From an optimization exercise on the open Yosys and OpenROAD flow, aimed at small area, a short achievable clock period and few clock cycles per item; shortcuts taken in it are not production practice.
The RTL was checked by simulation tests, not by an equivalence proof against the original design.
Power figures rest on the tool's default switching activity, not on a simulated workload.

trial 32:
Design cnn_top, start of the top module:
module cnn_top(
    input clk,
    input reset,
    input start,
    output [9:0] img_addr,
    input  [7:0] img_pixel,
    output reg prediction,
    output reg done,
    output signed [31:0] score0,
    output signed [31:0] score1
);
Size in the first run: ~2500 cells after synthesis, ~87 I/O pins.
Settings: LEC_CHECK=0, ABC_AREA=1, CAP_MARGIN=20, CORE_MARGIN=2, CORE_UTILIZATION=30, PLACE_DENSITY=0.5, SLEW_MARGIN=20, SYNTH_MEMORY_MAX_BITS=65536; clock period 16.0 ns.
standard.sh (not shown) runs the stock make flow with config.mk's settings and CLKGATE_MAP_FILE= SYNTH_SCRIPT=/design/flow/synth_recipe.tcl, a recipe that flattens the netlist after the stock synthesis.
==> flow/flow/run.sh <==
#!/bin/bash
# The standard layout (standard.sh) with these make settings:
#  - timing repair aimed below the clock period: the resizer works on every
#    path with less than 11.9 ns of slack at the design's 16 ns clock;
#  - a clock tree without dummy loads: clkbuf_8 buffers, clusters of up to 18 sinks;
#  - half-adder cells added to the platform's don't-use list, so synthesis
#    extracts only full adders.
# Full tool output goes to standard.log (and ORFS's logs under orfs/logs).
bash standard.sh SETUP_SLACK_MARGIN=11.9 \
  "CTS_ARGS=-sink_clustering_enable -repair_clock_nets -dont_use_dummy_load -buf_list sky130_fd_sc_hd__clkbuf_8 -root_buf sky130_fd_sc_hd__clkbuf_16 -sink_clustering_size 18 -sink_clustering_max_diameter 60" \
  "DONT_USE_CELLS=sky130_fd_sc_hd__probe_p_8 sky130_fd_sc_hd__probec_p_8 sky130_fd_sc_hd__lpflow_bleeder_1 sky130_fd_sc_hd__lpflow_clkbufkapwr_1 sky130_fd_sc_hd__lpflow_clkbufkapwr_16 sky130_fd_sc_hd__lpflow_clkbufkapwr_2 sky130_fd_sc_hd__lpflow_clkbufkapwr_4 sky130_fd_sc_hd__lpflow_clkbufkapwr_8 sky130_fd_sc_hd__lpflow_clkinvkapwr_1 sky130_fd_sc_hd__lpflow_clkinvkapwr_16 sky130_fd_sc_hd__lpflow_clkinvkapwr_2 sky130_fd_sc_hd__lpflow_clkinvkapwr_4 sky130_fd_sc_hd__lpflow_clkinvkapwr_8 sky130_fd_sc_hd__lpflow_decapkapwr_12 sky130_fd_sc_hd__lpflow_decapkapwr_3 sky130_fd_sc_hd__lpflow_decapkapwr_4 sky130_fd_sc_hd__lpflow_decapkapwr_6 sky130_fd_sc_hd__lpflow_decapkapwr_8 sky130_fd_sc_hd__lpflow_inputiso0n_1 sky130_fd_sc_hd__lpflow_inputiso0p_1 sky130_fd_sc_hd__lpflow_inputiso1n_1 sky130_fd_sc_hd__lpflow_inputiso1p_1 sky130_fd_sc_hd__lpflow_inputisolatch_1 sky130_fd_sc_hd__lpflow_isobufsrc_1 sky130_fd_sc_hd__lpflow_isobufsrc_16 sky130_fd_sc_hd__lpflow_isobufsrc_2 sky130_fd_sc_hd__lpflow_isobufsrc_4 sky130_fd_sc_hd__lpflow_isobufsrc_8 sky130_fd_sc_hd__lpflow_isobufsrckapwr_16 sky130_fd_sc_hd__lpflow_lsbuf_lh_hl_isowell_tap_1 sky130_fd_sc_hd__lpflow_lsbuf_lh_hl_isowell_tap_2 sky130_fd_sc_hd__lpflow_lsbuf_lh_hl_isowell_tap_4 sky130_fd_sc_hd__lpflow_lsbuf_lh_isowell_4 sky130_fd_sc_hd__lpflow_lsbuf_lh_isowell_tap_1 sky130_fd_sc_hd__lpflow_lsbuf_lh_isowell_tap_2 sky130_fd_sc_hd__lpflow_lsbuf_lh_isowell_tap_4 sky130_fd_sc_hd__ha_1 sky130_fd_sc_hd__ha_2 sky130_fd_sc_hd__ha_4" \
  finish > standard.log 2>&1
Testbench counts of trial 32, summed over its fixed seeds: cycles 32,832, items 36.
What build 51 does differently from trial 32 at the input level:
==> flow/flow/run.sh <==
#!/bin/bash
# The standard layout (standard.sh) with these make settings:
#  - timing repair aimed below the clock period: the resizer works on every
#    path with less than 11.7 ns of slack at the design's 16 ns clock;
#  - a clock tree without dummy loads: clkbuf_16 buffers, clusters of up to 24 sinks;
#  - half-adder cells added to the platform's don't-use list, so synthesis
#    extracts only full adders.
# Full tool output goes to standard.log (and ORFS's logs under orfs/logs).
bash standard.sh SETUP_SLACK_MARGIN=11.7 \
  "CTS_ARGS=-sink_clustering_enable -repair_clock_nets -dont_use_dummy_load -buf_list sky130_fd_sc_hd__clkbuf_16 -root_buf sky130_fd_sc_hd__clkbuf_16 -sink_clustering_size 24 -sink_clustering_max_diameter 80" \
  "DONT_USE_CELLS=sky130_fd_sc_hd__probe_p_8 sky130_fd_sc_hd__probec_p_8 sky130_fd_sc_hd__lpflow_bleeder_1 sky130_fd_sc_hd__lpflow_clkbufkapwr_1 sky130_fd_sc_hd__lpflow_clkbufkapwr_16 sky130_fd_sc_hd__lpflow_clkbufkapwr_2 sky130_fd_sc_hd__lpflow_clkbufkapwr_4 sky130_fd_sc_hd__lpflow_clkbufkapwr_8 sky130_fd_sc_hd__lpflow_clkinvkapwr_1 sky130_fd_sc_hd__lpflow_clkinvkapwr_16 sky130_fd_sc_hd__lpflow_clkinvkapwr_2 sky130_fd_sc_hd__lpflow_clkinvkapwr_4 sky130_fd_sc_hd__lpflow_clkinvkapwr_8 sky130_fd_sc_hd__lpflow_decapkapwr_12 sky130_fd_sc_hd__lpflow_decapkapwr_3 sky130_fd_sc_hd__lpflow_decapkapwr_4 sky130_fd_sc_hd__lpflow_decapkapwr_6 sky130_fd_sc_hd__lpflow_decapkapwr_8 sky130_fd_sc_hd__lpflow_inputiso0n_1 sky130_fd_sc_hd__lpflow_inputiso0p_1 sky130_fd_sc_hd__lpflow_inputiso1n_1 sky130_fd_sc_hd__lpflow_inputiso1p_1 sky130_fd_sc_hd__lpflow_inputisolatch_1 sky130_fd_sc_hd__lpflow_isobufsrc_1 sky130_fd_sc_hd__lpflow_isobufsrc_16 sky130_fd_sc_hd__lpflow_isobufsrc_2 sky130_fd_sc_hd__lpflow_isobufsrc_4 sky130_fd_sc_hd__lpflow_isobufsrc_8 sky130_fd_sc_hd__lpflow_isobufsrckapwr_16 sky130_fd_sc_hd__lpflow_lsbuf_lh_hl_isowell_tap_1 sky130_fd_sc_hd__lpflow_lsbuf_lh_hl_isowell_tap_2 sky130_fd_sc_hd__lpflow_lsbuf_lh_hl_isowell_tap_4 sky130_fd_sc_hd__lpflow_lsbuf_lh_isowell_4 sky130_fd_sc_hd__lpflow_lsbuf_lh_isowell_tap_1 sky130_fd_sc_hd__lpflow_lsbuf_lh_isowell_tap_2 sky130_fd_sc_hd__lpflow_lsbuf_lh_isowell_tap_4 sky130_fd_sc_hd__ha_1 sky130_fd_sc_hd__ha_2 sky130_fd_sc_hd__ha_4" \
  finish > standard.log 2>&1
==> comparison <==
Changes observed in build 51 relative to trial 32: worst hold slack climbed 0.012 ns; total detailed-routing wirelength lost about 1.4%.
Compared to trial 32, build 51 has internal power 0.050 mW lower.
Build 51 reports a lower number of nets in the layout than trial 32 does.
The run showing the smaller number of setup buffers added after CTS is build 51.

## what the ideal ports hide
In the flow no input, the clock included, has a driving cell. The finished layouts below were timed again as built, in two steps.
Step 1 assumes that a clkbuf_16 drives the clock port and a buf_2 every other input.
Step 2 times the ports against the registers' clock, not the clock port: input delays grow and output delays shrink by t, the midpoint of the rising clock arrivals with the driver on.
a / b / c = no drivers / after step 1 / after step 2; a / b = the first two.
| run | shift t [ns] | setup WS [ns] | clock arrival spread, ns | slew at the worst register clock pin (ns) | worst data-port slew with drivers (ns) |
|---|---|---|---|---|---|
| trial 32 | 0.567 | 11.714 / 11.654 / 11.847 | 0.072 / 0.072 | 0.11 / 0.11 | 0.12 |
| build 51 | 0.599 | 11.655 / 11.597 / 11.871 | 0.071 / 0.071 | 0.09 / 0.09 | 0.12 |
After both steps every run listed still meets setup and hold.
